What follows belongs to an exercise in optimizing a design on an open flow for small area and a short achievable clock period; a production flow would make more cautious choices. No functional check of the RTL was part of this run. Power figures rest on the tool's default switching activity, not on a simulated workload.

==> flow/design.v <==
module cla(A,B,CIN,COUT,S);
input [3:0] A,B ;
input CIN ;
output COUT ;
output [3:0] S ;
wire [3:0] P,G ;
assign P = A^B ;
assign G = A&B ;
wire [3:0] Carry ;
assign Carry[0] = G[0] | (P[0]&CIN) ;
assign Carry[1] = G[1] | (P[1]&G[0]) | (P[1]&P[0]&CIN) ;
assign Carry[2] = G[2] | (P[2]&G[1]) | (P[2]&P[1]&G[0]) | (P[2]&P[1]&P[0]&CIN) ;
assign Carry[3] = G[3] | (P[3]&G[2]) | (P[3]&P[2]&G[1]) | (P[3]&P[2]&P[1]&G[0]) | (P[3]&P[2]&P[1]&P[0]&CIN) ;
assign COUT = Carry[3] ;
assign S = P ^ {Carry[2:0],CIN} ;
endmodule 
module hcla(A,B,CIN,COUT,S);
		input  [1:0] A, B;
		input  CIN;
		output COUT;
		output [1:0] S;
	wire [1:0] P, G; 
	assign P = A ^ B;
	assign G = A & B;
	wire [1:0] CARRY;
	assign CARRY[0] = G[0] | (P[0] & CIN);										 
	assign CARRY[1] = G[1] | (P[1] & G[0]) | (P[1] & P[0] & CIN);		 
	assign COUT  = CARRY[1];
	assign S = P ^ {CARRY[0], CIN};
endmodule 
module ha(A,B,SUM,COUT);
		input  A, B;
		output SUM, COUT;
	assign SUM  = A^B;
	assign COUT = A&B;
endmodule
module ocla(A,CIN,COUT,S);
		input  [3:0] A;
		input  CIN;
		output COUT;
		output [3:0] S;
	wire [3:0] CARRY;	
	assign CARRY[0] = (A[0] & CIN);								 
	assign CARRY[1] = (A[1] & A[0] & CIN);						 
	assign CARRY[2] = (A[2] & A[1] & A[0] & CIN);			 
	assign CARRY[3] = (A[3] & A[2] & A[1] & A[0] & CIN);	 
	assign COUT  = CARRY[3];
	assign S = A ^ {CARRY[2:0], CIN};
endmodule 
module tcla(A,CIN,COUT,S);
		input  [1:0] A;
		input  CIN;
		output COUT;
		output [1:0] S;
	wire [1:0] CARRY;
	assign CARRY[0] = (A[0] & CIN);				 
	assign CARRY[1] = (A[1] & A[0] & CIN);		 
	assign COUT  = CARRY[1];
	assign S = A ^ {CARRY[0], CIN};
endmodule 
module twos_cla(B,CIN,COUT,S);
		input  [3:0] B;
		input  CIN;
		output COUT;
		output [3:0] S;
	wire [3:0] CARRY;
	assign CARRY[0] = (B[0] & CIN);								 
	assign CARRY[1] = (B[1] & B[0] & CIN);						 
	assign CARRY[2] = (B[2] & B[1] & B[0] & CIN);			 
	assign CARRY[3] = (B[3] & B[2] & B[1] & B[0] & CIN);	 
	assign COUT  = CARRY[3];
	assign S = (B ^ {CARRY[2:0], CIN});
endmodule 
module cla_add(A,B,CIN,OUT,OF);
		input  [23:0] A,B;
		input   CIN;
		output [23:0] OUT;
		output  OF;
	wire COUT0, COUT1, COUT2, COUT3, COUT4,COUT5;
	cla claalu_0(.A(A[3:0]), .B(B[3:0]^{4{CIN}}), .CIN(CIN),   .COUT(COUT0), .S(OUT[3:0]));
	cla claalu_1(.A(A[7:4]), .B(B[7:4]^{4{CIN}}), .CIN(COUT0), .COUT(COUT1), .S(OUT[7:4]));
	cla claalu_2(.A(A[11:8]), .B(B[11:8]^{4{CIN}}), .CIN(COUT1), .COUT(COUT2), .S(OUT[11:8]));
	cla claalu_3(.A(A[15:12]), .B(B[15:12]^{4{CIN}}), .CIN(COUT2), .COUT(COUT3), .S(OUT[15:12]));
	cla claalu_4(.A(A[19:16]),	.B(B[19:16]^{4{CIN}}), .CIN(COUT3), .COUT(COUT4), .S(OUT[19:16]));
	cla claalu_5(.A(A[23:20]),	.B(B[23:20]^{4{CIN}}), .CIN(COUT4), .COUT(COUT5), .S(OUT[23:20]));
	assign OF = COUT5;
endmodule 
module twoscomp(B,OUT);
		input  [23:0] B;
		output [23:0] OUT;
	wire COUT0, COUT1, COUT2, COUT3, COUT4;
	twos_cla t0(.B(~B[3:0]), .CIN(1'b1),   .COUT(COUT0), .S(OUT[3:0]));
	twos_cla t1(.B(~B[7:4]), .CIN(COUT0),  .COUT(COUT1), .S(OUT[7:4]));
	twos_cla t2(.B(~B[11:8]), .CIN(COUT1),  .COUT(COUT2), .S(OUT[11:8]));
	twos_cla t3(.B(~B[15:12]), .CIN(COUT2),  .COUT(COUT3), .S(OUT[15:12]));
	twos_cla t4(.B(~B[19:16]), .CIN(COUT3),  .COUT(COUT4), .S(OUT[19:16]));
	twos_cla t5(.B(~B[23:20]), .CIN(COUT4),  .COUT(),      .S(OUT[23:20]));
endmodule 
module shifter(IN,BY,OUT);
		input  [23:0] IN;
		input  [7:0]  BY;
		output reg [23:0] OUT;
	wire COUT_INT;
	wire [3:0] BY_COMPL_L0WER,BY_COMP_UPPER;
	wire [7:0] BY_COMPL;
	assign BY_COMPL = {BY_COMP_UPPER,BY_COMPL_L0WER} ;	
	twos_cla t_shft0(
		.B(~BY[3:0]), 
		.CIN(1'b1),   
		.COUT(COUT_INT), 
		.S(BY_COMPL_L0WER)
	);
	twos_cla t_shft1(
		.B(~BY[7:4]), 
		.CIN(COUT_INT),   
		.COUT(), 
		.S(BY_COMP_UPPER)
	);
	always@(*) 
    begin
		if (BY[7] == 1'b0) 
            begin	 
			    OUT = IN >> BY;
		    end 
        else 
            begin					 
			    OUT = IN >> BY_COMPL;
		    end
	end
endmodule 
module normal(IN,INOF,OUT,COUNT,ZEROFLAG);
			input  [23:0] IN;
			input  INOF;
			output reg [22:0] OUT;
			output reg [7:0] COUNT;
			output reg ZEROFLAG;
	always@(*) 
	begin
		if (INOF == 1'b1) 
		begin
			OUT   <= IN[23:1];	COUNT <= 8'b1;	  ZEROFLAG <= 1'b0;
		end 
		else 
		begin
			casez (IN)			
				24'b1???????????????????????:
					begin
						OUT <= IN[22:0];	COUNT <= 8'd0;  ZEROFLAG <= 1'b0;
					end 
				24'b01??????????????????????:
					begin
						OUT <= {IN[21:0], 1'b0};  COUNT <= -8'd1;  ZEROFLAG <= 1'b0;
					end
				24'b001?????????????????????:
					begin
						OUT <= {IN[20:0], 2'b0};  COUNT <= -8'd2;  ZEROFLAG <= 1'b0;
					end 
				24'b0001????????????????????:
					begin
						OUT <= {IN[19:0], 3'b0};  COUNT <= -8'd3;  ZEROFLAG <= 1'b0;
					end 
				24'b00001???????????????????:
					begin
						OUT <= {IN[18:0], 4'b0};  COUNT <= -8'd4;  ZEROFLAG <= 1'b0;
					end 
				24'b000001??????????????????:
					begin
						OUT <= {IN[17:0], 5'b0};  COUNT <= -8'd5;  ZEROFLAG <= 1'b0;
					end 
				24'b0000001?????????????????:
					begin
						OUT <= {IN[16:0], 6'b0};  COUNT <= -8'd6;  ZEROFLAG <= 1'b0;
					end 
				24'b00000001????????????????:
					begin
						OUT <= {IN[15:0], 7'b0};  COUNT <= -8'd7;  ZEROFLAG <= 1'b0;
					end 
				24'b000000001???????????????:
					begin
						OUT <= {IN[14:0], 8'b0};  COUNT <= -8'd8;  ZEROFLAG <= 1'b0;
					end 
				24'b0000000001??????????????:
					begin
						OUT <= {IN[13:0], 9'b0};  COUNT <= -8'd9;  ZEROFLAG <= 1'b0;
					end 
				24'b00000000001?????????????:
					begin
						OUT <= {IN[12:0], 10'b0};  COUNT <= -8'd10;  ZEROFLAG <= 1'b0;
					end 
				24'b000000000001????????????:
					begin
						OUT <= {IN[11:0], 11'b0};  COUNT <= -8'd11;  ZEROFLAG <= 1'b0;
					end 
				24'b0000000000001???????????:
					begin
						OUT <= {IN[10:0], 12'b0};  COUNT <= -8'd12;  ZEROFLAG <= 1'b0;
					end 
				24'b00000000000001??????????:
					begin
						OUT <= {IN[9:0], 13'b0};  COUNT <= -8'd13;  ZEROFLAG <= 1'b0;
					end 
				24'b000000000000001?????????:
					begin
						OUT <= {IN[8:0], 14'b0};  COUNT <= -8'd14;  ZEROFLAG <= 1'b0;
					end 
				24'b0000000000000001????????:
					begin
						OUT <= {IN[7:0], 15'b0};  COUNT <= -8'd15;  ZEROFLAG <= 1'b0;
					end 
				24'b00000000000000001???????:
					begin
						OUT <= {IN[6:0], 16'b0};  COUNT <= -8'd16;  ZEROFLAG <= 1'b0;
					end 
				24'b000000000000000001??????:
					begin
						OUT <= {IN[5:0], 17'b0};  COUNT <= -8'd17;  ZEROFLAG <= 1'b0;
					end 
				24'b0000000000000000001?????:
					begin
						OUT <= {IN[4:0], 18'b0};  COUNT <= -8'd18;  ZEROFLAG <= 1'b0;
					end 
				24'b00000000000000000001????:
					begin
						OUT <= {IN[3:0], 19'b0};  COUNT <= -8'd19;  ZEROFLAG <= 1'b0;
					end 
				24'b000000000000000000001???:
					begin
						OUT <= {IN[2:0], 20'b0};  COUNT <= -8'd20;  ZEROFLAG <= 1'b0;
					end 
				24'b0000000000000000000001??:
					begin
						OUT <= {IN[1:0], 21'b0};  COUNT <= -8'd21;  ZEROFLAG <= 1'b0;
					end 
				24'b00000000000000000000001?:
					begin
						OUT <= {IN[0], 22'b0};  COUNT <= -8'd22;  ZEROFLAG <= 1'b0;
					end
				24'b000000000000000000000001:
					begin
						OUT <= {23'b0};  COUNT <= -8'd23;  ZEROFLAG <= 1'b0;
					end
				default:
					begin
						OUT <= {23'b0};  COUNT <= -8'd24;  ZEROFLAG <= 1'b1;
					end 
			endcase
		end
	end
endmodule 
module mul_l1(A,B,OUT12,OUT34,OUT56,OUT78,OUT910,OUT1112,OUT1314,OUT1516,OUT1718,OUT1920,OUT2122,OUT2324);
input [23:0] A,B ;
output [2:0] OUT12 ;
output [4:0] OUT34 ;
output [6:0] OUT56 ;
output [8:0] OUT78 ;
output [10:0] OUT910 ;
output [12:0] OUT1112 ;
output [14:0] OUT1314 ;
output [16:0] OUT1516 ;
output [18:0] OUT1718 ;
output [20:0] OUT1920 ;
output [22:0] OUT2122 ;
output [24:0] OUT2324 ;
	wire W1;
	wire [1:0] W2;
	wire [2:0] W3;
	wire [3:0] W4;
	wire [4:0] W5;
	wire [5:0] W6;
	wire [6:0] W7;
	wire [7:0] W8;
	wire [8:0] W9;
	wire [9:0] W10;
	wire [10:0] W11;
	wire [11:0] W12;
	wire [12:0] W13;
	wire [13:0] W14;
	wire [14:0] W15;
	wire [15:0] W16;
	wire [16:0] W17;
	wire [17:0] W18;
	wire [18:0] W19;
	wire [19:0] W20;
	wire [20:0] W21;
	wire [21:0] W22;
	wire [22:0] W23;
	wire [23:0] W24;
	assign W1  = (B[0]  == 1'b1) ? A[23]    : 1'b0;
	assign W2  = (B[1]  == 1'b1) ? A[23:22] : 2'b0;
	assign W3  = (B[2]  == 1'b1) ? A[23:21] : 3'b0;
	assign W4  = (B[3]  == 1'b1) ? A[23:20] : 4'b0;
	assign W5  = (B[4]  == 1'b1) ? A[23:19] : 5'b0;
	assign W6  = (B[5]  == 1'b1) ? A[23:18] : 6'b0;
	assign W7  = (B[6]  == 1'b1) ? A[23:17] : 7'b0;
	assign W8  = (B[7]  == 1'b1) ? A[23:16] : 8'b0;
	assign W9  = (B[8]  == 1'b1) ? A[23:15] : 9'b0;
	assign W10 = (B[9]  == 1'b1) ? A[23:14] : 10'b0;
	assign W11 = (B[10] == 1'b1) ? A[23:13] : 11'b0;
	assign W12 = (B[11] == 1'b1) ? A[23:12] : 12'b0;
	assign W13 = (B[12] == 1'b1) ? A[23:11] : 13'b0;
	assign W14 = (B[13] == 1'b1) ? A[23:10] : 14'b0;
	assign W15 = (B[14] == 1'b1) ? A[23:9]  : 15'b0;
	assign W16 = (B[15] == 1'b1) ? A[23:8]  : 16'b0;
	assign W17 = (B[16] == 1'b1) ? A[23:7]  : 17'b0;
	assign W18 = (B[17] == 1'b1) ? A[23:6]  : 18'b0;
	assign W19 = (B[18] == 1'b1) ? A[23:5]  : 19'b0;
	assign W20 = (B[19] == 1'b1) ? A[23:4]  : 20'b0;
	assign W21 = (B[20] == 1'b1) ? A[23:3]  : 21'b0;
	assign W22 = (B[21] == 1'b1) ? A[23:2]  : 22'b0;
	assign W23 = (B[22] == 1'b1) ? A[23:1]  : 23'b0;
	assign W24 = (B[23] == 1'b1) ? A[23:0]  : 24'b0;
	hcla l1_00(.A({1'b0,W1}), .B(W2), .CIN(1'b0), .COUT(OUT12[2]), .S(OUT12[1:0]));
	cla  l1_10(.A({1'b0,W3}), .B(W4), .CIN(1'b0), .COUT(OUT34[4]), .S(OUT34[3:0]));
	wire CARRY56;
	cla  l1_20(.A(W5[3:0]), .B(W6[3:0]), .CIN(1'b0), .COUT(CARRY56), .S(OUT56[3:0]));
	hcla l1_21(.A({1'b0,W5[4]}), .B(W6[5:4]), .CIN(CARRY56), .COUT(OUT56[6]), .S(OUT56[5:4]));
	wire CARRY78;
	cla  l1_30(.A(W7[3:0]), .B(W8[3:0]), .CIN(1'b0), .COUT(CARRY78), .S(OUT78[3:0]));
	cla  l1_31(.A({1'b0,W7[6:4]}), .B(W8[7:4]), .CIN(CARRY78), .COUT(OUT78[8]), .S(OUT78[7:4]));
	wire CARRY910_0, CARRY910_1;
	cla  l1_40(.A(W9[3:0]), .B(W10[3:0]), .CIN(1'b0), .COUT(CARRY910_0), .S(OUT910[3:0]));
	cla  l1_41(.A(W9[7:4]), .B(W10[7:4]), .CIN(CARRY910_0), .COUT(CARRY910_1), .S(OUT910[7:4]));
	hcla l1_42(.A({1'b0,W9[8]}), .B(W10[9:8]), .CIN(CARRY910_1), .COUT(OUT910[10]), .S(OUT910[9:8]));
	wire CARRY1112_0, CARRY1112_1;
	cla  l1_50(.A(W11[3:0]), .B(W12[3:0]), .CIN(1'b0), .COUT(CARRY1112_0), .S(OUT1112[3:0]));
	cla  l1_51(.A(W11[7:4]), .B(W12[7:4]), .CIN(CARRY1112_0), .COUT(CARRY1112_1), .S(OUT1112[7:4]));
	cla  l1_52(.A({1'b0,W11[10:8]}), .B(W12[11:8]), .CIN(CARRY1112_1), .COUT(OUT1112[12]), .S(OUT1112[11:8]));
	wire CARRY1314_0, CARRY1314_1, CARRY1314_2;
	cla  l1_60(.A(W13[3:0]), .B(W14[3:0]), .CIN(1'b0), .COUT(CARRY1314_0), .S(OUT1314[3:0]));
	cla  l1_61(.A(W13[7:4]), .B(W14[7:4]), .CIN(CARRY1314_0), .COUT(CARRY1314_1), .S(OUT1314[7:4]));
	cla  l1_62(.A(W13[11:8]), .B(W14[11:8]), .CIN(CARRY1314_1), .COUT(CARRY1314_2), .S(OUT1314[11:8]));
	hcla l1_63(.A({1'b0,W13[12]}), .B(W14[13:12]), .CIN(CARRY1314_2), .COUT(OUT1314[14]), .S(OUT1314[13:12]));
	wire CARRY1516_0, CARRY1516_1, CARRY1516_2;
	cla  l1_70(.A(W15[3:0]), .B(W16[3:0]), .CIN(1'b0), .COUT(CARRY1516_0), .S(OUT1516[3:0]));
	cla  l1_71(.A(W15[7:4]), .B(W16[7:4]), .CIN(CARRY1516_0), .COUT(CARRY1516_1), .S(OUT1516[7:4]));
	cla  l1_72(.A(W15[11:8]), .B(W16[11:8]), .CIN(CARRY1516_1), .COUT(CARRY1516_2), .S(OUT1516[11:8]));
	cla  l1_73(.A({1'b0,W15[14:12]}), .B(W16[15:12]), .CIN(CARRY1516_2), .COUT(OUT1516[16]), .S(OUT1516[15:12]));
	wire CARRY1718_0, CARRY1718_1, CARRY1718_2, CARRY1718_3;
	cla  l1_80(.A(W17[3:0]), .B(W18[3:0]), .CIN(1'b0), .COUT(CARRY1718_0), .S(OUT1718[3:0]));
	cla  l1_81(.A(W17[7:4]), .B(W18[7:4]), .CIN(CARRY1718_0), .COUT(CARRY1718_1), .S(OUT1718[7:4]));
	cla  l1_82(.A(W17[11:8]), .B(W18[11:8]), .CIN(CARRY1718_1), .COUT(CARRY1718_2), .S(OUT1718[11:8]));
	cla  l1_83(.A(W17[15:12]), .B(W18[15:12]), .CIN(CARRY1718_2), .COUT(CARRY1718_3), .S(OUT1718[15:12]));
	hcla l1_84(.A({1'b0,W17[16]}), .B(W18[17:16]), .CIN(CARRY1718_3), .COUT(OUT1718[18]), .S(OUT1718[17:16]));
	wire CARRY1920_0, CARRY1920_1, CARRY1920_2, CARRY1920_3;
	cla  l1_90(.A(W19[3:0]), .B(W20[3:0]), .CIN(1'b0), .COUT(CARRY1920_0), .S(OUT1920[3:0]));
	cla  l1_91(.A(W19[7:4]), .B(W20[7:4]), .CIN(CARRY1920_0), .COUT(CARRY1920_1), .S(OUT1920[7:4]));
	cla  l1_92(.A(W19[11:8]), .B(W20[11:8]), .CIN(CARRY1920_1), .COUT(CARRY1920_2), .S(OUT1920[11:8]));
	cla  l1_93(.A(W19[15:12]), .B(W20[15:12]), .CIN(CARRY1920_2), .COUT(CARRY1920_3), .S(OUT1920[15:12]));
	cla  l1_94(.A({1'b0,W19[18:16]}), .B(W20[19:16]), .CIN(CARRY1920_3), .COUT(OUT1920[20]), .S(OUT1920[19:16]));
	wire CARRY2122_0, CARRY2122_1, CARRY2122_2, CARRY2122_3, CARRY2122_4;
	cla  l1_100(.A(W21[3:0]), .B(W22[3:0]), .CIN(1'b0), .COUT(CARRY2122_0), .S(OUT2122[3:0]));
	cla  l1_101(.A(W21[7:4]), .B(W22[7:4]), .CIN(CARRY2122_0), .COUT(CARRY2122_1), .S(OUT2122[7:4]));
	cla  l1_102(.A(W21[11:8]), .B(W22[11:8]), .CIN(CARRY2122_1), .COUT(CARRY2122_2), .S(OUT2122[11:8]));
	cla  l1_103(.A(W21[15:12]), .B(W22[15:12]), .CIN(CARRY2122_2), .COUT(CARRY2122_3), .S(OUT2122[15:12]));
	cla  l1_104(.A(W21[19:16]), .B(W22[19:16]), .CIN(CARRY2122_3), .COUT(CARRY2122_4), .S(OUT2122[19:16]));
	hcla l1_105(.A({1'b0,W21[20]}), .B(W22[21:20]), .CIN(CARRY2122_4), .COUT(OUT2122[22]), .S(OUT2122[21:20]));
	wire CARRY2324_0, CARRY2324_1, CARRY2324_2, CARRY2324_3, CARRY2324_4;
	cla  l1_110(.A(W23[3:0]), .B(W24[3:0]), .CIN(1'b0), .COUT(CARRY2324_0), .S(OUT2324[3:0]));
	cla  l1_111(.A(W23[7:4]), .B(W24[7:4]), .CIN(CARRY2324_0), .COUT(CARRY2324_1), .S(OUT2324[7:4]));
	cla  l1_112(.A(W23[11:8]), .B(W24[11:8]), .CIN(CARRY2324_1), .COUT(CARRY2324_2), .S(OUT2324[11:8]));
	cla  l1_113(.A(W23[15:12]), .B(W24[15:12]), .CIN(CARRY2324_2), .COUT(CARRY2324_3), .S(OUT2324[15:12]));
	cla  l1_114(.A(W23[19:16]), .B(W24[19:16]), .CIN(CARRY2324_3), .COUT(CARRY2324_4), .S(OUT2324[19:16]));
	cla  l1_115(.A({1'b0,W23[22:20]}), .B(W24[23:20]), .CIN(CARRY2324_4), .COUT(OUT2324[24]), .S(OUT2324[23:20]));
endmodule
module mul_l2(W12,W34,W56,W78,W910,W1112,W1314,W1516,W1718,W1920,W2122,W2324,OUT1234,OUT5678,OUT9101112,OUT13141516,OUT17181920,OUT21222324);
    input  [2:0]  W12;
	input  [4:0]  W34;
	input  [6:0]  W56;
	input  [8:0]  W78;
	input  [10:0] W910;
	input  [12:0] W1112;
	input  [14:0] W1314;
	input  [16:0] W1516;
	input  [18:0] W1718;
	input  [20:0] W1920;
	input  [22:0] W2122;
	input  [24:0] W2324;
	output [5:0]  OUT1234;
	output [9:0]  OUT5678;
	output [13:0] OUT9101112;
	output [17:0] OUT13141516;
	output [21:0] OUT17181920;
	output [24:0] OUT21222324 ;
	wire CARRY1234_0;
	cla l2_00(.A({1'b0,W12}), .B(W34[3:0]), .CIN(1'b0), .COUT(CARRY1234_0), .S(OUT1234[3:0]));
	ha  l2_01(.A(W34[4]), .B(CARRY1234_0), .COUT(OUT1234[5]), .SUM(OUT1234[4]));
	wire CARRY5678_0, CARRY5678_1;
	cla l2_10(.A(W56[3:0]), .B(W78[3:0]), .CIN(1'b0), .COUT(CARRY5678_0), .S(OUT5678[3:0]));
	cla l2_11(.A({1'b0,W56[6:4]}), .B(W78[7:4]), .CIN(CARRY5678_0), .COUT(CARRY5678_1), .S(OUT5678[7:4]));
	ha  l2_12(.A(W78[8]), .B(CARRY5678_1), .COUT(OUT5678[9]), .SUM(OUT5678[8]));
	wire CARRY9101112_0, CARRY9101112_1, CARRY9101112_2;
	cla l2_20(.A(W910[3:0]), .B(W1112[3:0]), .CIN(1'b0), .COUT(CARRY9101112_0), .S(OUT9101112[3:0]));
	cla l2_21(.A(W910[7:4]), .B(W1112[7:4]), .CIN(CARRY9101112_0), .COUT(CARRY9101112_1), .S(OUT9101112[7:4]));
	cla l2_22(.A({1'b0,W910[10:8]}), .B(W1112[11:8]), .CIN(CARRY9101112_1), .COUT(CARRY9101112_2), .S(OUT9101112[11:8]));
	ha  l2_23(.A(W1112[12]), .B(CARRY9101112_2), .COUT(OUT9101112[13]), .SUM(OUT9101112[12]));
	wire CARRY13141516_0, CARRY13141516_1, CARRY13141516_2, CARRY13141516_3;
	cla l2_30(.A(W1314[3:0]), .B(W1516[3:0]), .CIN(1'b0), .COUT(CARRY13141516_0), .S(OUT13141516[3:0]));
	cla l2_31(.A(W1314[7:4]), .B(W1516[7:4]), .CIN(CARRY13141516_0), .COUT(CARRY13141516_1), .S(OUT13141516[7:4]));
	cla l2_32(.A(W1314[11:8]), .B(W1516[11:8]), .CIN(CARRY13141516_1), .COUT(CARRY13141516_2), .S(OUT13141516[11:8]));
	cla l2_33(.A({1'b0,W1314[14:12]}), .B(W1516[15:12]), .CIN(CARRY13141516_2), .COUT(CARRY13141516_3), .S(OUT13141516[15:12]));
	ha  l2_34(.A(W1516[16]), .B(CARRY13141516_3), .COUT(OUT13141516[17]), .SUM(OUT13141516[16]));
	wire CARRY17181920_0, CARRY17181920_1, CARRY17181920_2, CARRY17181920_3, CARRY17181920_4;
	cla l2_40(.A(W1718[3:0]), .B(W1920[3:0]), .CIN(1'b0), .COUT(CARRY17181920_0), .S(OUT17181920[3:0]));
	cla l2_41(.A(W1718[7:4]), .B(W1920[7:4]), .CIN(CARRY17181920_0), .COUT(CARRY17181920_1), .S(OUT17181920[7:4]));
	cla l2_42(.A(W1718[11:8]), .B(W1920[11:8]), .CIN(CARRY17181920_1), .COUT(CARRY17181920_2), .S(OUT17181920[11:8]));
	cla l2_43(.A(W1718[15:12]), .B(W1920[15:12]), .CIN(CARRY17181920_2), .COUT(CARRY17181920_3), .S(OUT17181920[15:12]));
	cla l2_44(.A({1'b0,W1718[18:16]}), .B(W1920[19:16]), .CIN(CARRY17181920_3), .COUT(CARRY17181920_4), .S(OUT17181920[19:16]));
	ha  l2_45(.A(W1920[20]), .B(CARRY17181920_4), .COUT(OUT17181920[21]), .SUM(OUT17181920[20]));
	wire CARRY21222324_0, CARRY21222324_1, CARRY21222324_2, CARRY21222324_3, CARRY21222324_4, CARRY21222324_5;
	cla l2_50(.A(W2122[3:0]), .B(W2324[3:0]), .CIN(1'b0), .COUT(CARRY21222324_0), .S(OUT21222324[3:0]));
	cla l2_51(.A(W2122[7:4]), .B(W2324[7:4]), .CIN(CARRY21222324_0), .COUT(CARRY21222324_1), .S(OUT21222324[7:4]));
	cla l2_52(.A(W2122[11:8]), .B(W2324[11:8]), .CIN(CARRY21222324_1), .COUT(CARRY21222324_2), .S(OUT21222324[11:8]));
	cla l2_53(.A(W2122[15:12]), .B(W2324[15:12]), .CIN(CARRY21222324_2), .COUT(CARRY21222324_3), .S(OUT21222324[15:12]));
	cla l2_54(.A(W2122[19:16]), .B(W2324[19:16]), .CIN(CARRY21222324_3), .COUT(CARRY21222324_4), .S(OUT21222324[19:16]));
	cla l2_55(.A({1'b0,W2122[22:20]}), .B(W2324[23:20]), .CIN(CARRY21222324_4), .COUT(CARRY21222324_5), .S(OUT21222324[23:20]));
	ha  l2_56(.A(W2324[24]), .B(CARRY21222324_5), .COUT(), .SUM(OUT21222324[24]));
endmodule 
module mul_l3(W1234,W5678,W9101112,W13141516,W17181920,W21222324,OUT12345678,OUT910111213141516,OUT1718192021222324);
        input  [5:0]  W1234;
		input  [9:0]  W5678;
		input  [13:0] W9101112;
		input  [17:0] W13141516;
		input  [21:0] W17181920;
		input  [24:0] W21222324;
		output [10:0] OUT12345678;
		output [18:0] OUT910111213141516;
		output [24:0] OUT1718192021222324;
	wire CARRY12345678_0, CARRY12345678_1;
	cla  l3_00(.A(W1234[3:0]), .B(W5678[3:0]), .CIN(1'b0), .COUT(CARRY12345678_0), .S(OUT12345678[3:0]));
	cla  l3_01(.A({2'b0,W1234[5:4]}), .B(W5678[7:4]), .CIN(CARRY12345678_0), .COUT(CARRY12345678_1), .S(OUT12345678[7:4]));
	tcla l3_02(.A(W5678[9:8]), .CIN(CARRY12345678_1), .COUT(OUT12345678[10]), .S(OUT12345678[9:8]));
	wire CARRY910111213141516_0, CARRY910111213141516_1, CARRY910111213141516_2, CARRY910111213141516_3;
	cla  l3_10(.A(W9101112[3:0]), .B(W13141516[3:0]), .CIN(1'b0), .COUT(CARRY910111213141516_0), .S(OUT910111213141516[3:0]));
	cla  l3_11(.A(W9101112[7:4]), .B(W13141516[7:4]), .CIN(CARRY910111213141516_0), .COUT(CARRY910111213141516_1), .S(OUT910111213141516[7:4]));
	cla  l3_12(.A(W9101112[11:8]), .B(W13141516[11:8]), .CIN(CARRY910111213141516_1), .COUT(CARRY910111213141516_2), .S(OUT910111213141516[11:8]));
	cla  l3_13(.A({2'b0,W9101112[13:12]}), .B(W13141516[15:12]), .CIN(CARRY910111213141516_2), .COUT(CARRY910111213141516_3), .S(OUT910111213141516[15:12]));
	tcla l3_14(.A(W13141516[17:16]), .CIN(CARRY910111213141516_3), .COUT(OUT910111213141516[18]), .S(OUT910111213141516[17:16]));
	wire CARRY1718192021222324_0, CARRY1718192021222324_1, CARRY1718192021222324_2, CARRY1718192021222324_3, CARRY1718192021222324_4, CARRY1718192021222324_5;
	cla l3_20(.A(W17181920[3:0]), .B(W21222324[3:0]), .CIN(1'b0), .COUT(CARRY1718192021222324_0), .S(OUT1718192021222324[3:0]));
	cla l3_21(.A(W17181920[7:4]), .B(W21222324[7:4]), .CIN(CARRY1718192021222324_0), .COUT(CARRY1718192021222324_1), .S(OUT1718192021222324[7:4]));
	cla l3_22(.A(W17181920[11:8]), .B(W21222324[11:8]), .CIN(CARRY1718192021222324_1), .COUT(CARRY1718192021222324_2), .S(OUT1718192021222324[11:8]));
	cla l3_23(.A(W17181920[15:12]), .B(W21222324[15:12]), .CIN(CARRY1718192021222324_2), .COUT(CARRY1718192021222324_3), .S(OUT1718192021222324[15:12]));
	cla l3_24(.A(W17181920[19:16]), .B(W21222324[19:16]), .CIN(CARRY1718192021222324_3), .COUT(CARRY1718192021222324_4), .S(OUT1718192021222324[19:16]));
	cla l3_25(.A({2'b0,W17181920[21:20]}), .B(W21222324[23:20]), .CIN(CARRY1718192021222324_4), .COUT(CARRY1718192021222324_5), .S(OUT1718192021222324[23:20]));
	ha  l3_26(.A(W21222324[24]), .B(CARRY1718192021222324_5), .COUT(), .SUM(OUT1718192021222324[24]));
endmodule 
module mul_l4(W12345678,W910111213141516,W1718192021222324,OUT12345678910111213141516,OUT1718192021222324);
		input  [10:0] W12345678;
		input  [18:0] W910111213141516;
		input  [24:0] W1718192021222324;
		output [19:0] OUT12345678910111213141516;
		output [24:0] OUT1718192021222324;
	wire CARRY12345678910111213141516_0, CARRY12345678910111213141516_1, CARRY12345678910111213141516_2, CARRY12345678910111213141516_3;
	cla  l4_00(.A(W12345678[3:0]), .B(W910111213141516[3:0]), .CIN(1'b0), .COUT(CARRY12345678910111213141516_0), .S(OUT12345678910111213141516[3:0]));
	cla  l4_01(.A(W12345678[7:4]), .B(W910111213141516[7:4]), .CIN(CARRY12345678910111213141516_0), .COUT(CARRY12345678910111213141516_1), .S(OUT12345678910111213141516[7:4]));
	cla  l4_02(.A({1'b0,W12345678[10:8]}), .B(W910111213141516[11:8]), .CIN(CARRY12345678910111213141516_1), .COUT(CARRY12345678910111213141516_2), .S(OUT12345678910111213141516[11:8]));
	ocla l4_03(.A(W910111213141516[15:12]), .CIN(CARRY12345678910111213141516_2), .COUT(CARRY12345678910111213141516_3), .S(OUT12345678910111213141516[15:12]));
	ocla l4_04(.A({1'b0,W910111213141516[18:16]}), .CIN(CARRY12345678910111213141516_3), .COUT(), .S(OUT12345678910111213141516[19:16]));
	assign OUT1718192021222324 = W1718192021222324;
endmodule 
module mul_l5(W12345678910111213141516,W1718192021222324,OUT);
		input  [19:0] W12345678910111213141516;
		input  [24:0] W1718192021222324;
		output [24:0] OUT;
	wire CARRY_0, CARRY_1, CARRY_2, CARRY_3, CARRY_4, CARRY_5;
	cla  l5_00(.A(W12345678910111213141516[3:0]), .B(W1718192021222324[3:0]), .CIN(1'b0), .COUT(CARRY_0), .S(OUT[3:0]));
	cla  l5_01(.A(W12345678910111213141516[7:4]), .B(W1718192021222324[7:4]), .CIN(CARRY_0), .COUT(CARRY_1), .S(OUT[7:4]));
	cla  l5_02(.A(W12345678910111213141516[11:8]), .B(W1718192021222324[11:8]), .CIN(CARRY_1), .COUT(CARRY_2), .S(OUT[11:8]));
	cla  l5_03(.A(W12345678910111213141516[15:12]), .B(W1718192021222324[15:12]), .CIN(CARRY_2), .COUT(CARRY_3), .S(OUT[15:12]));
	cla  l5_04(.A(W12345678910111213141516[19:16]), .B(W1718192021222324[19:16]), .CIN(CARRY_3), .COUT(CARRY_4), .S(OUT[19:16]));
	ocla l5_05(.A(W1718192021222324[23:20]), .CIN(CARRY_4), .COUT(CARRY_5), .S(OUT[23:20]));
	ha   l5_06(.A(W1718192021222324[24]), .B(CARRY_5), .COUT(), .SUM(OUT[24]));
endmodule 
module alu(FPUCLK,RST,A,B,CTRL,OUT);
input FPUCLK,RST;
input [31:0] A,B;
input [2:0] CTRL;
output reg [31:0] OUT;
    parameter ADD = 3'b000 ;
    parameter SUB = 3'b001 ;
    parameter MUL = 3'b010 ;
    parameter DIV = 3'b011 ;
    parameter NONE = 3'b111 ;
    reg [23:0] APP0,APP1,BPP0,BPP1,RESM2 ;       
    reg [31:0] OUT0, SP0, SP1, SP2;              
    reg ASIGN0, ASIGN1, BSIGN0, BSIGN1, SIGN2, OF2, SPBIT0, SPBIT1, SPBIT2;  
    reg [2:0]  CTRL0, CTRL1, CTRL2;     
    reg [7:0] EXPONENT, AEXP0, BEXP0;            
	reg  EXPCIN;			                                 
	wire [7:0] EXPCAL_w_int, EXPCAL_w;		                 
	wire COUT_EX0, COUT_EX1;
	reg  [7:0]  EXPCARRY1, EXPCARRY2, ADDNORM;	 
	reg  EXPZFLAG0, EXPZFLAG1, EXPZFLAG2;
	cla claexp_00(.A(A[26:23]), .B(B[26:23]^{4{EXPCIN}}), .CIN(EXPCIN),   .COUT(COUT_EX0), .S(EXPCAL_w_int[3:0]));	
	cla claexp_01(.A(A[30:27]), .B(B[30:27]^{4{EXPCIN}}), .CIN(COUT_EX0), .COUT(),         .S(EXPCAL_w_int[7:4]));
	cla claexp_10(.A(EXPCAL_w_int[3:0]), .B(ADDNORM[3:0]), .CIN(1'b0),     .COUT(COUT_EX1), .S(EXPCAL_w[3:0]));	
	cla claexp_11(.A(EXPCAL_w_int[7:4]), .B(ADDNORM[7:4]), .CIN(COUT_EX1), .COUT(),         .S(EXPCAL_w[7:4]));
    reg [7:0] EXPCAL0;   
    reg [23:0] TBSHIFTED ;
    wire [23:0] SHIFTOUT_w ;
    shifter shift_0
    (
        .IN(TBSHIFTED),
        .BY(EXPCAL0),
        .OUT(SHIFTOUT_w)
    );
	reg  [23:0] A_ALUIN, B_ALUIN;
	wire [23:0] ALUOUT;
	reg ALUCIN;
	wire OVERFLOW;
    cla_add cla_add0
    (
		.A(A_ALUIN),
		.B(B_ALUIN),
		.CIN(ALUCIN),
		.OUT(ALUOUT),
		.OF(OVERFLOW)
	);
	wire [23:0] TWOSOUT;
	twoscomp twosconv0
    (
		.B(ALUOUT),
		.OUT(TWOSOUT)
	);
    wire [22:0] NORMOUT ;
    wire NORMFLAG , NORMZERO ;
    wire [7:0] NORM_SHIFT , NORM_SHAMT ;
    reg [7:0] NORM_MULSHIFT ;
    reg NORMCIN ;
    normal normalize0
    (
		.IN(RESM2),
		.INOF(OF2),
		.OUT(NORMOUT),
		.COUNT(NORM_SHIFT),
		.ZEROFLAG(NORMZERO)
	);
	wire COUT_SRES;
	wire [7:0] EXPSRES;
	assign NORM_SHAMT = (CTRL2 == MUL) ? NORM_MULSHIFT : NORM_SHIFT;   
	cla clasresexp_0(.A(EXPCARRY2[3:0]),.B(NORM_SHAMT[3:0]^{4{NORMCIN}}), .CIN(NORMCIN)  , .COUT(COUT_SRES), .S(EXPSRES[3:0]));
	cla clasresexp_1(.A(EXPCARRY2[7:4]),.B(NORM_SHAMT[7:4]^{4{NORMCIN}}), .CIN(COUT_SRES), .COUT(),          .S(EXPSRES[7:4]));
	wire [2:0]  WML1_12;
	wire [4:0]  WML1_34;
	wire [6:0]  WML1_56;
	wire [8:0]  WML1_78;
	wire [10:0] WML1_910;
	wire [12:0] WML1_1112;
	wire [14:0] WML1_1314;
	wire [16:0] WML1_1516;
	wire [18:0] WML1_1718;
	wire [20:0] WML1_1920;
	wire [22:0] WML1_2122;
	wire [24:0] WML1_2324;
	reg [2:0]  RML1_12;
	reg [4:0]  RML1_34;
	reg [6:0]  RML1_56;
	reg [8:0]  RML1_78;
	reg [10:0] RML1_910;
	reg [12:0] RML1_1112;
	reg [14:0] RML1_1314;
	reg [16:0] RML1_1516;
	reg [18:0] RML1_1718;
	reg [20:0] RML1_1920;
	reg [22:0] RML1_2122;
	reg [24:0] RML1_2324;
	mul_l1 l1
    (   .A(APP0),
        .B(BPP0),
        .OUT12(WML1_12),
        .OUT34(WML1_34), 
        .OUT56(WML1_56), 
        .OUT78(WML1_78), 
        .OUT910(WML1_910), 
        .OUT1112(WML1_1112), 
		.OUT1314(WML1_1314), 
        .OUT1516(WML1_1516), 
        .OUT1718(WML1_1718), 
        .OUT1920(WML1_1920), 
        .OUT2122(WML1_2122), 
        .OUT2324(WML1_2324)
    );
	wire [5:0]  WML2_1234;
	wire [9:0]  WML2_5678;
	wire [13:0] WML2_9101112;
	wire [17:0] WML2_13141516;
	wire [21:0] WML2_17181920;
	wire [24:0] WML2_21222324;	
	mul_l2 l2
    (   
        .W12(RML1_12), 
        .W34(RML1_34), 
        .W56(RML1_56), 
        .W78(RML1_78), 
        .W910(RML1_910), 
        .W1112(RML1_1112), 
        .W1314(RML1_1314), 
        .W1516(RML1_1516), 
		.W1718(RML1_1718), 
        .W1920(RML1_1920), 
        .W2122(RML1_2122), 
        .W2324(RML1_2324), 
        .OUT1234(WML2_1234), 
        .OUT5678(WML2_5678),
		.OUT9101112(WML2_9101112), 
        .OUT13141516(WML2_13141516), 
        .OUT17181920(WML2_17181920), 
        .OUT21222324(WML2_21222324)
    );
	wire [10:0] WML3_12345678;
	wire [18:0] WML3_910111213141516;
	wire [24:0] WML3_1718192021222324;
	reg [10:0] RML3_12345678;
	reg [18:0] RML3_910111213141516;
	reg [24:0] RML3_1718192021222324;
	mul_l3 l3
    (
        .W1234(WML2_1234), 
        .W5678(WML2_5678), 
        .W9101112(WML2_9101112), 
        .W13141516(WML2_13141516), 
        .W17181920(WML2_17181920), 
		.W21222324(WML2_21222324), 
        .OUT12345678(WML3_12345678), 
        .OUT910111213141516(WML3_910111213141516), 
		.OUT1718192021222324(WML3_1718192021222324)
    );
    wire [19:0] WML4_12345678910111213141516;
	wire [24:0] WML4_1718192021222324;	
	mul_l4 l4
    (
        .W12345678(RML3_12345678), 
        .W910111213141516(RML3_910111213141516), 
        .W1718192021222324(RML3_1718192021222324), 
		.OUT12345678910111213141516(WML4_12345678910111213141516), 
        .OUT1718192021222324(WML4_1718192021222324)
    );
    wire [24:0] WML5_OUT;
	mul_l5 l5
    (
        .W12345678910111213141516(WML4_12345678910111213141516), 
        .W1718192021222324(WML4_1718192021222324), 
        .OUT(WML5_OUT)
    );
always @(*) 
begin
    if (CTRL == ADD | CTRL == SUB) 
	begin
        ADDNORM = 8'b0;
        EXPCIN = 1'b1;
    end
    else if (CTRL == MUL) 
	begin
        ADDNORM = 8'b10000001;    
        EXPCIN = 1'b0;
    end
    else
	begin
        ADDNORM = 8'b0;
        EXPCIN = 1'b1;
    end
    if (CTRL0 == ADD | CTRL0 == SUB) 
	begin
        if (EXPCAL0[7] == 1'b0)
            TBSHIFTED = BPP0;  
        else
            TBSHIFTED = APP0;  
    end
    else
        TBSHIFTED = 24'b0;
    if (CTRL1 == ADD) 
	begin
        if (((ASIGN1 == 1'b0) & (BSIGN1 == 1'b0)) | ((ASIGN1 == 1'b1) & (BSIGN1 == 1'b1)))  
		begin
            A_ALUIN = APP1;
            B_ALUIN = BPP1;
            ALUCIN = 1'b0;
        end
        else if ((ASIGN1 == 1'b0) & (BSIGN1 == 1'b1))   
		begin
            A_ALUIN = APP1;
            B_ALUIN = BPP1;
            ALUCIN = 1'b1;
        end
        else if ((ASIGN1 == 1'b1) & (BSIGN1 == 1'b0))   
		begin
            A_ALUIN = BPP1;
            B_ALUIN = APP1;
            ALUCIN = 1'b1;
        end
        else 
		begin
            A_ALUIN = 24'b0;
            B_ALUIN = 24'b0;
            ALUCIN = 1'b0;
        end
    end
    else if (CTRL1 == SUB) 
	begin
        if (((ASIGN1 == 1'b0) & (BSIGN1 == 1'b1)) | ((ASIGN1 == 1'b1) & (BSIGN1 == 1'b0)))   
		begin
            A_ALUIN = APP1;
            B_ALUIN = BPP1;
            ALUCIN = 1'b0;
        end
        else if ((ASIGN1 == 1'b0) & (BSIGN1 == 1'b0))   
		begin
            A_ALUIN = APP1;
            B_ALUIN = BPP1;
            ALUCIN = 1'b1;
        end
        else if ((ASIGN1 == 1'b1) & (BSIGN1 == 1'b1))   
		begin
            A_ALUIN = BPP1;
            B_ALUIN = APP1;
            ALUCIN = 1'b1;
        end
        else 
		begin
            A_ALUIN = 24'b0;
            B_ALUIN = 24'b0;
            ALUCIN = 1'b0;
        end
    end
    else 
	begin
        A_ALUIN = 24'b0;
        B_ALUIN = 24'b0;
        ALUCIN = 1'b0;
    end
    if ((CTRL2 == ADD) | (CTRL2 == SUB)) 
	begin
        NORMCIN = 1'b0;
        if ((EXPZFLAG2 == 1'b1) & (NORMZERO == 1'b1)) 
		begin
            NORM_MULSHIFT = 7'b0;
            EXPONENT = 8'b0;
        end
        else 
		begin
            NORM_MULSHIFT = 7'b0;
            EXPONENT = EXPSRES;
        end
    end
    else if (CTRL2 == MUL) 
	begin
        NORMCIN = 1'b0;
        if (WML5_OUT[24] == 1'b0) 
		begin
            NORM_MULSHIFT = 7'b0;
            EXPONENT = EXPCARRY2;
        end
        else 
		begin
            NORM_MULSHIFT = 7'b1;
            EXPONENT = EXPSRES;
        end
    end
    else 
	begin
        NORMCIN = 1'b0;
        NORM_MULSHIFT = 7'b0;
        EXPONENT = EXPSRES;
    end
end
    always @(posedge FPUCLK or negedge RST)
    begin
		if (~RST) begin
			APP0    <= 24'b0;
			BPP0    <= 24'b0;
			ASIGN0  <= 1'b0;
			BSIGN0  <= 1'b0;
			AEXP0	  <= 8'b0;
			BEXP0	  <= 8'b0;
			EXPCAL0 <= 8'b0;
			CTRL0	  <= 3'b0;
			EXPZFLAG0 <= 1'b0;
			EXPZFLAG1 <= 1'b0;
			CTRL1  <= 3'b0;					
			ASIGN1 <= 1'b0;
			BSIGN1 <= 1'b0;
			APP1      <= 24'b0;
			BPP1      <= 24'b0;
			EXPCARRY1 <= 8'b0; 	
			RML1_12   <= 3'b0;
			RML1_34   <= 5'b0;
			RML1_56   <= 7'b0;
			RML1_78   <= 9'b0;
			RML1_910  <= 11'b0;
			RML1_1112 <= 13'b0;
			RML1_1314 <= 15'b0;
			RML1_1516 <= 17'b0;
			RML1_1718 <= 19'b0;
			RML1_1920 <= 21'b0;
			RML1_2122 <= 23'b0;
			RML1_2324 <= 25'b0;
			EXPZFLAG2 <= 1'b0;
			CTRL2 <= 3'b0;
			RESM2 <= 24'b0;
			OF2  <= 1'b0;
			EXPCARRY2 <= 3'b0;
			SIGN2 <= 1'b0;
			RML3_12345678         <= 11'b0;
			RML3_910111213141516  <= 19'b0;
			RML3_1718192021222324 <= 25'b0;
			OUT <= 23'b0;
			SPBIT0 <= 1'b0;
			SP0 <= 31'b0;
			SPBIT1 <= 1'b0;
			SP1 <= 31'b0;
			SPBIT2 <= 1'b0;
			SP2 <= 31'b0;	
		end      
        else
        begin
            if(CTRL == ADD | CTRL == SUB | CTRL == MUL)
            begin
                APP0 <= {1'b1,A[22:0]};
                BPP0 <= {1'b1,B[22:0]};
                ASIGN0 <= A[31];
                BSIGN0 <= B[31];
                AEXP0 <= A[30:23];
                BEXP0 <= B[30:23];
                EXPCAL0 <= EXPCAL_w;
                CTRL0 <= CTRL;
            end
            if(EXPCAL_w == 8'b0) 
                EXPZFLAG0 <= 1'b1 ;
            else
                EXPZFLAG0 <= 1'b0 ;
			if (CTRL == ADD) 
            begin
				if (A[30:23] == 8'b11111111) 
                begin
					SPBIT0 <= 1'b1;
					SP0 <= {A[31],3'b111,28'hf800000};	 
				end 
                else if (B[30:23] == 8'b11111111) 
                begin
					SPBIT0 <= 1'b1;
					SP0 <= {B[31],3'b111,28'hf800000};	 
				end 
                else if (A == 32'b0) 
                begin
					SPBIT0 <= 1'b1;
					SP0 <= B;
				end 
                else if (B == 32'b0) 
                begin
					SPBIT0 <= 1'b1;
					SP0 <= A;
				end 
                else 
                begin
					SPBIT0 <= 1'b0;
					SP0 <= 32'b0;
				end
            end
            else if (CTRL == SUB)   
            begin
                if (A[30:23] == 8'b11111111) 
                begin
					SPBIT0 <= 1'b1;
					SP0 <= {A[31],3'b111,28'hf800000};	 
				end 
                else if (B[30:23] == 8'b11111111) 
                begin
					SPBIT0 <= 1'b1;
					SP0 <= {B[31],3'b111,28'hf800000};	 
				end 
                else if (A == 32'b0) 
                begin
					SPBIT0 <= 1'b1;
					SP0 <= {1'b1,B[30:0]};
				end 
                else if (B == 32'b0) 
                begin
					SPBIT0 <= 1'b1;
					SP0 <= A;
				end 
                else 
                begin
					SPBIT0 <= 1'b0;
					SP0 <= 32'b0;
				end
            end
            else if (CTRL == MUL) 
            begin
				if (A[30:23] == 8'b11111111 | B[30:23] == 8'b11111111) 
                begin
					SPBIT0 <= 1'b1;
					SP0 <= {A[31]^B[31],3'b111,28'hf800000};	 
				end 
                else if (A == 32'b0 | B == 32'b0) 
                begin
					SPBIT0 <= 1'b1;
					SP0 <= 32'b0;	
				end 
                else 
                begin
					SPBIT0 <= 1'b0;
					SP0 <= 32'b0;
				end	
			end 
            else 
            begin
				SPBIT0 <= 1'b0;
				SP0 <= 32'b0;
			end
            if (CTRL0 == ADD | CTRL0 == SUB)
            begin
                EXPZFLAG1 <= EXPZFLAG0 ;
                CTRL1 <= CTRL0 ;
                ASIGN1 <= ASIGN0 ;
                BSIGN1 <= BSIGN0 ;
                if (EXPCAL0[7] == 1'b0) 
                begin			 
					APP1      <= APP0;
					BPP1      <= SHIFTOUT_w;
					EXPCARRY1  <= AEXP0; 
				end 
                else 
                begin			 
					APP1  	 <= SHIFTOUT_w;
					BPP1      <= BPP0;
					EXPCARRY1  <= BEXP0;					
				end
            end
            else if (CTRL0 == MUL)
            begin
                CTRL1  <= CTRL0;
				ASIGN1 <= ASIGN0;
				BSIGN1 <= BSIGN0;
				EXPCARRY1 <= EXPCAL0;
				RML1_12   <= WML1_12;
				RML1_34   <= WML1_34;
				RML1_56   <= WML1_56;
				RML1_78   <= WML1_78;
				RML1_910  <= WML1_910;
				RML1_1112 <= WML1_1112;
				RML1_1314 <= WML1_1314;
				RML1_1516 <= WML1_1516;
				RML1_1718 <= WML1_1718;
				RML1_1920 <= WML1_1920;
				RML1_2122 <= WML1_2122;
				RML1_2324 <= WML1_2324;
            end
            SPBIT1 <= SPBIT0 ;
            SP1 <= SP0 ;
        if (CTRL1 == ADD) 
        begin
			EXPZFLAG2 <= EXPZFLAG1;
			CTRL2 <= CTRL1;
			if (((ASIGN1 == 1'b0) & (BSIGN1 == 1'b0)) | ((ASIGN1 == 1'b1) & (BSIGN1 == 1'b1))) 
            begin 	 
				RESM2 <= ALUOUT;
				OF2  <= OVERFLOW;
				EXPCARRY2 <= EXPCARRY1;
				SIGN2 <= ASIGN1;
			end 
            else if ((ASIGN1 == 1'b0) & (BSIGN1 == 1'b1)) 
            begin
				if (OVERFLOW == 1'b0) 
                begin
						RESM2 <= TWOSOUT;
                end
				else 
                begin
						RESM2 <= ALUOUT;
				end	
					OF2 <= 1'b0;
					EXPCARRY2 <= EXPCARRY1;
					SIGN2 <= ~OVERFLOW;
			end 
            else if ((ASIGN1 == 1'b1) & (BSIGN1 == 1'b0)) 
            begin
					if (OVERFLOW == 1'b0) 
                    begin
						RESM2 <= TWOSOUT;
					end 
                    else 
                    begin
						RESM2 <= ALUOUT;
					end
					OF2 <= 1'b0;
					EXPCARRY2 <= EXPCARRY1;
					SIGN2 <= ~OVERFLOW;
				end
			end 
            else if (CTRL1 == SUB) 
            begin
				CTRL2 <= CTRL1;
				EXPZFLAG2 <= EXPZFLAG1;
				if (((ASIGN1 == 1'b0) & (BSIGN1 == 1'b1)) | ((ASIGN1 == 1'b1) & (BSIGN1 == 1'b0))) 
                begin 	 
					RESM2 <= ALUOUT;
					OF2 <= OVERFLOW;
					EXPCARRY2 <= EXPCARRY1;
					SIGN2 <= ASIGN1;
				end 
                else if ((ASIGN1 == 1'b0) & (BSIGN1 == 1'b0)) 
                begin
					if (OVERFLOW == 1'b0) 
                    begin
						RESM2 <= TWOSOUT;
					end 
                    else 
                    begin
						RESM2 <= ALUOUT;
					end
					OF2 <= 1'b0;
					EXPCARRY2 <= EXPCARRY1;
					SIGN2 <= ~OVERFLOW;
				end 
                else if ((ASIGN1 == 1'b1) & (BSIGN1 == 1'b1))   
                begin
					if (OVERFLOW == 1'b0) 
                    begin
						RESM2 <= TWOSOUT;
					end 
                    else 
                    begin
						RESM2 <= ALUOUT;
					end
					OF2 <= 1'b0;
					EXPCARRY2 <= EXPCARRY1;
					SIGN2 <= ~OVERFLOW;
				end
			end 
            else if (CTRL1 == MUL) 
            begin
				CTRL2 <= CTRL1;
				EXPCARRY2 <= EXPCARRY1;
				SIGN2 <= ASIGN1 ^ BSIGN1;
				RML3_12345678         <= WML3_12345678;
				RML3_910111213141516  <= WML3_910111213141516;
				RML3_1718192021222324 <= WML3_1718192021222324;
			end
			SP2 <= SP1;
			SPBIT2 <= SPBIT1;
			if (SPBIT2) 
            begin
				OUT <= SP2;
			end 
            else 
            begin
				if ((CTRL2 == ADD)|(CTRL2 == SUB)) 
                begin
					OUT <= {SIGN2, EXPONENT, NORMOUT};
				end 
                else if (CTRL2 == MUL) 
                begin
					if (WML5_OUT[24] == 1'b0) 
                    begin
						OUT <= {SIGN2, EXPONENT, WML5_OUT[22:0]};
					end 
                    else 
                    begin
						OUT <= {SIGN2, EXPONENT, WML5_OUT[23:1]};
					end
				end 
			end
        end
    end
endmodule
==> flow/run.sh <==
#!/bin/bash
# synth_recipe.tcl (not shown) runs the flow's synth.tcl, then flattens the netlist and writes it again
# the make line also repeats each setting of config.mk as NAME=value (left out here)
make -C /OpenROAD-flow-scripts/flow DESIGN_CONFIG=/design/flow/config.mk WORK_HOME=/design/flow/orfs CLKGATE_MAP_FILE= SYNTH_SCRIPT=/design/flow/synth_recipe.tcl finish
==> flow/config.mk <==
export PLATFORM = sky130hd
export DESIGN_NAME = alu
export DESIGN_NICKNAME = alu
export VERILOG_FILES = /design/flow/design.v
export SDC_FILE = /design/flow/constraint.sdc
export NUM_CORES = 4
export LEC_CHECK = 0
export CAP_MARGIN = 20
export CELL_PAD_IN_SITES_DETAIL_PLACEMENT = 1
export CORE_MARGIN = 2
export CORE_UTILIZATION = 35
export SLEW_MARGIN = 20
==> flow/constraint.sdc <==
create_clock -name core_clock -period 7.0 [get_ports {FPUCLK}]
set_input_delay 1.4000 -clock core_clock [delete_from_list [all_inputs] [get_ports {FPUCLK}]]
set_output_delay 1.4000 -clock core_clock [all_outputs]
set_load 0.01 [all_outputs]
==> impl_results.md <==
- Layout cell share with drive strength beyond 1: 5.85%
- EDFF count, synth: 0
- CTS clock-pin slew for the worst setup and hold paths: 0.06 ns
- First-pass DRT Iterations: 9
- CTS Buf Count: 60
- Sink Count: between 500 and 600
- Yosys top cell area share: between 30% and 40%
- Final Power: 0.0211 W
- Leading area contributor after synthesis: dfrtp_1
- Final worst path period share: 95.0%
- Global-route wire length before repair: 216000 um
- Die W: 344 um
- Fin crit period: 6.65 ns
- GRT Util Overall: 23.3%
- Worst R2R Setup Slack: approximately 0.35 ns
- FF-to-FF path depth: 32
- Leak: ~22 nW
- Final Hold Vio Count: 0
- Post-Syn Nets: 5183
- Routing usage on met3: 3.82%
- Hold endpoint: SP1[5]$_DFF_PN0_
- CTS root buffer: clkbuf_16
- CP startpoint kind: register
- Layout area overhead: 11.9%
- Fraction of registers with async set/reset: 100%
- Yosys warnings: 3
- Post-route DRC: 0
- Met2 GRT Util: 36.5%
- Port bufs: 100
- Die Span Y: 344 um
- Ports: 101
- Synth Register Bits: around 530
- Crit path buf inv count: 2
- Largest net degree at the start of global routing: 170
- Worst Path Required: 7.52 ns
- CP top delay family: compound AO/OA/AOI/OAI gates
- Dpl hpwl: slightly above 100000 um
- Crit. End Element: register
- DR vias/cell: 5.69
- CP Max Fanout: 4
- Power Dens Cells: 466 nW/um^2
- Max Freq: roughly 150 MHz
- Total gr overflow: 0
- Setup repair bufs after CTS: 0
- GPL Wtd Cong: 0.938
- Worst hold path type: register to register
- Max stage delay on crit path: between 0.4 and 0.5 ns
- CTS tree: done
- Drt total wl: 139000 um
- Slew Viols, Final: 0
- Area of the multi-input gates: 25400 um^2
- WHS Path Cells: 0
- Top Usage Layer GRT: met2
- Worst reg2reg startpoint: RML3_910111213141516[1]$_DFFE_PN0P_
- H-tree Lvls: 2
- Final Skew: 0.0269 ns
- Nets: 5132
- Wirelength per Cell: 22.5 um
- Cell area after synthesis: 40400 um^2
- Post-synthesis sequential area ratio: 32.9%
- Vias: 35100
- Row Count: 124
- Unique masters post-synth: 93
- Routed Antenna Nets: 0
- Vias in the first global route: roughly 37000
- Hold buffer count at cts: 0
- Slew Limit Headroom: 25.8%
- Initial drt markers: slightly above 3000
- Core Util, Final: between 30% and 40%
- Synth area leaders: dfrtp_1 (33%), ha_1 (11%), nand2_1 (7.1%)
- Tightest Pin Transition: 1.11 ns
- Crit path top cell by count: a21o_1
- Core area: 114000 um^2
- Worst EP arrival: 7.17 ns
- Die ar.: 118000 um^2
- Mean Syn Cell Area: around 8.7 um^2
- Maximum capacitance violations: 0
- Fill cells: 13400
- Register area: 13300 um^2
- VDD IR max: roughly 0.00025 V
- Hold path start: SP0[5]$_DFF_PN0_
- Top_reg_cell synth: dfrtp_1
- Post-CTS Resized: 0
- GRT met1 Usage: between 30% and 40%
- Worst-Skew Late Latency: 0.67 ns
- Antenna violations before repair: 18
- CP max-delay cell: nor4b_2
- Final setup viols: 0
- Worst reg2reg path endpoint: OUT[30]$_DFFE_PN0P_
- Initial Util: 35.3%
- Post-synthesis cell count: ~4700
- Outcome: finished clean
- Clk buf depth: 3
- Worst setup path category: register to register
## kinds of logic (layout without fill, tap and decap cells)
family / Yosys count / in the layout / synth area share [%]
other cells: 0 / 2 / 0
compound gates: 1150 / 1150 / 18.6
buf+inv: 486 / 486 / 4.54
mux: 104 / 104 / 2.70
xor+xnor: 291 / 291 / 6.33
simple gates: 1652 / 1652 / 19.2
flops: 531 / 531 / 32.9
fa+ha+maj: 451 / 451 / 15.7
## per-layer routing
layer  vias up  share of wire [%]
li1      16100                  -
met1     17700                 46
met2      1045                 44
met3       257                6.7
met4        10                3.0
met5         -              0.048
## through the flow
stage | setup TNS (ns) | hold WS (ns) | cells | cell area (um^2) | setup slack (ns)
after floorplan | 0 | 0.331 | 4665 | 40400 | 0.361
after global placement | 0 | 0.334 | 6064 | 42900 | 0.242
after detailed placement | 0 | 0.336 | 6064 | 42900 | 0.0856
after CTS | 0 | 0.347 | 6177 | 45200 | 0.0230
after global routing | -0.0111 | 0.349 | 6177 | 45200 | -0.0104
final | 0 | 0.348 | 6179 | 45200 | 0.353
## where the power goes
part,internal [W],switching (W)
Combinational,0.00491,0.00748
Clock,0.00223,0.00143
Sequential,0.00394,0.00106
## synthesized netlist by cell type (all sizes together) (105+ instances only)
| master | instances |
|---|---|
| o21ai | 357 |
| xor2 | 116 |
| inv | 190 |
| a21o | 105 |
| and2 | 281 |
| ha | 357 |
| nor2 | 265 |
| xnor2 | 175 |
| a21oi | 221 |
| dfrtp | 531 |
| nand2 | 761 |
| clkbuf | 257 |
## flip-flops by register name (all words and copies together) (netlist names), 13 cells and up
signal	cells
RML1_1112	13
RML1_1314	15
RESM2	24
APP1	24
BPP1	24
RML3_910111213141516	19
RML1_2324	25
APP0	24
RML3_1718192021222324	25
OUT	32
BPP0	23
RML1_1516	17
RML1_2122	23
RML1_1718	19
SP1	32
RML1_1920	21
SP2	32
SP0	32
## layout make-up
| cell class | instances | share of cell area, % |
|---|---|---|
| Multi-Input combinational cell | 3648 | 56.1 |
| Sequential cell | 531 | 29.4 |
| Tap cell | 1512 | 4.19 |
| Clock buffer | 83 | 3.87 |
| Timing Repair Buffer | 180 | 3.64 |
| Inverter | 193 | 1.60 |
| Clock inverter | 30 | 1.15 |
| Antenna cell | 2 | 0.0111 |
## worst max path at each step
| stage | start | endpoint | slack, ns | depth (start not counted) |
|---|---|---|---|---|
| after floorplan | RML3_12345678[1]$_DFFE_PN0P_ | OUT[30]$_DFFE_PN0P_ | 0.36 | 33 |
| after global placement | RML3_910111213141516[1]$_DFFE_PN0P_ | OUT[30]$_DFFE_PN0P_ | 0.24 | 32 |
| after detailed placement | RML3_910111213141516[1]$_DFFE_PN0P_ | OUT[30]$_DFFE_PN0P_ | 0.09 | 32 |
| after CTS | RML3_910111213141516[1]$_DFFE_PN0P_ | OUT[30]$_DFFE_PN0P_ | 0.02 | 32 |
| after global routing | RML3_12345678[1]$_DFFE_PN0P_ | OUT[30]$_DFFE_PN0P_ | -0.01 | 32 |
| final | RML3_910111213141516[1]$_DFFE_PN0P_ | OUT[30]$_DFFE_PN0P_ | 0.35 | 32 |
## layout by cell type (no fill, tap or decap), types with 35 or more instances in the layout
master	count
nand2_1	758
dfrtp_1	529
nand3_1	50
mux2i_1	66
and2_1	279
ha_1	357
a21oi_1	220
xnor2_1	175
nor2_1	261
buf_4	77
mux2_2	38
inv_1	189
a211oi_1	43
and3_1	41
a22o_1	36
a21o_1	105
xor2_1	115
a221oi_1	51
clkbuf_16	60
or3_1	37
fa_1	92
nor3_1	62
o21bai_1	35
a22oi_1	63
o21ai_0	354
clkdlybuf4s50_1	99

==> afterwards: timing with drivers on the ports <==
The results above use ideal ports. As a check the final layout listed here was re-extracted and re-timed, cells and wires unchanged. Step 1 (the two cells are an assumption about what drives the block):
set clk [get_ports {FPUCLK}]
set_driving_cell -lib_cell sky130_fd_sc_hd__clkbuf_16 $clk
set_driving_cell -lib_cell sky130_fd_sc_hd__buf_2 [delete_from_list [all_inputs] $clk]
Step 2 moves the port delays by t, midway between the first and last clock arrival at a register: inputs arrive t later, outputs are due t later. That takes back most of the time a late clock gives input paths. Three values: ideal ports, drivers, drivers and shift; two values: the first two.
shift t [ns]: 0.722
setup WS [ns]: 0.353 / 0.353 / 0.353
hold slack, ns: 0.348 / 0.348 / 0.348
slew at the worst register clock pin (ns): 0.07 / 0.07
pins driven straight from the clock port: 1
After both steps this run still meets setup and hold. The setup slack of this run moves by 0.000 ns with the drivers and by 0.000 ns with both steps.
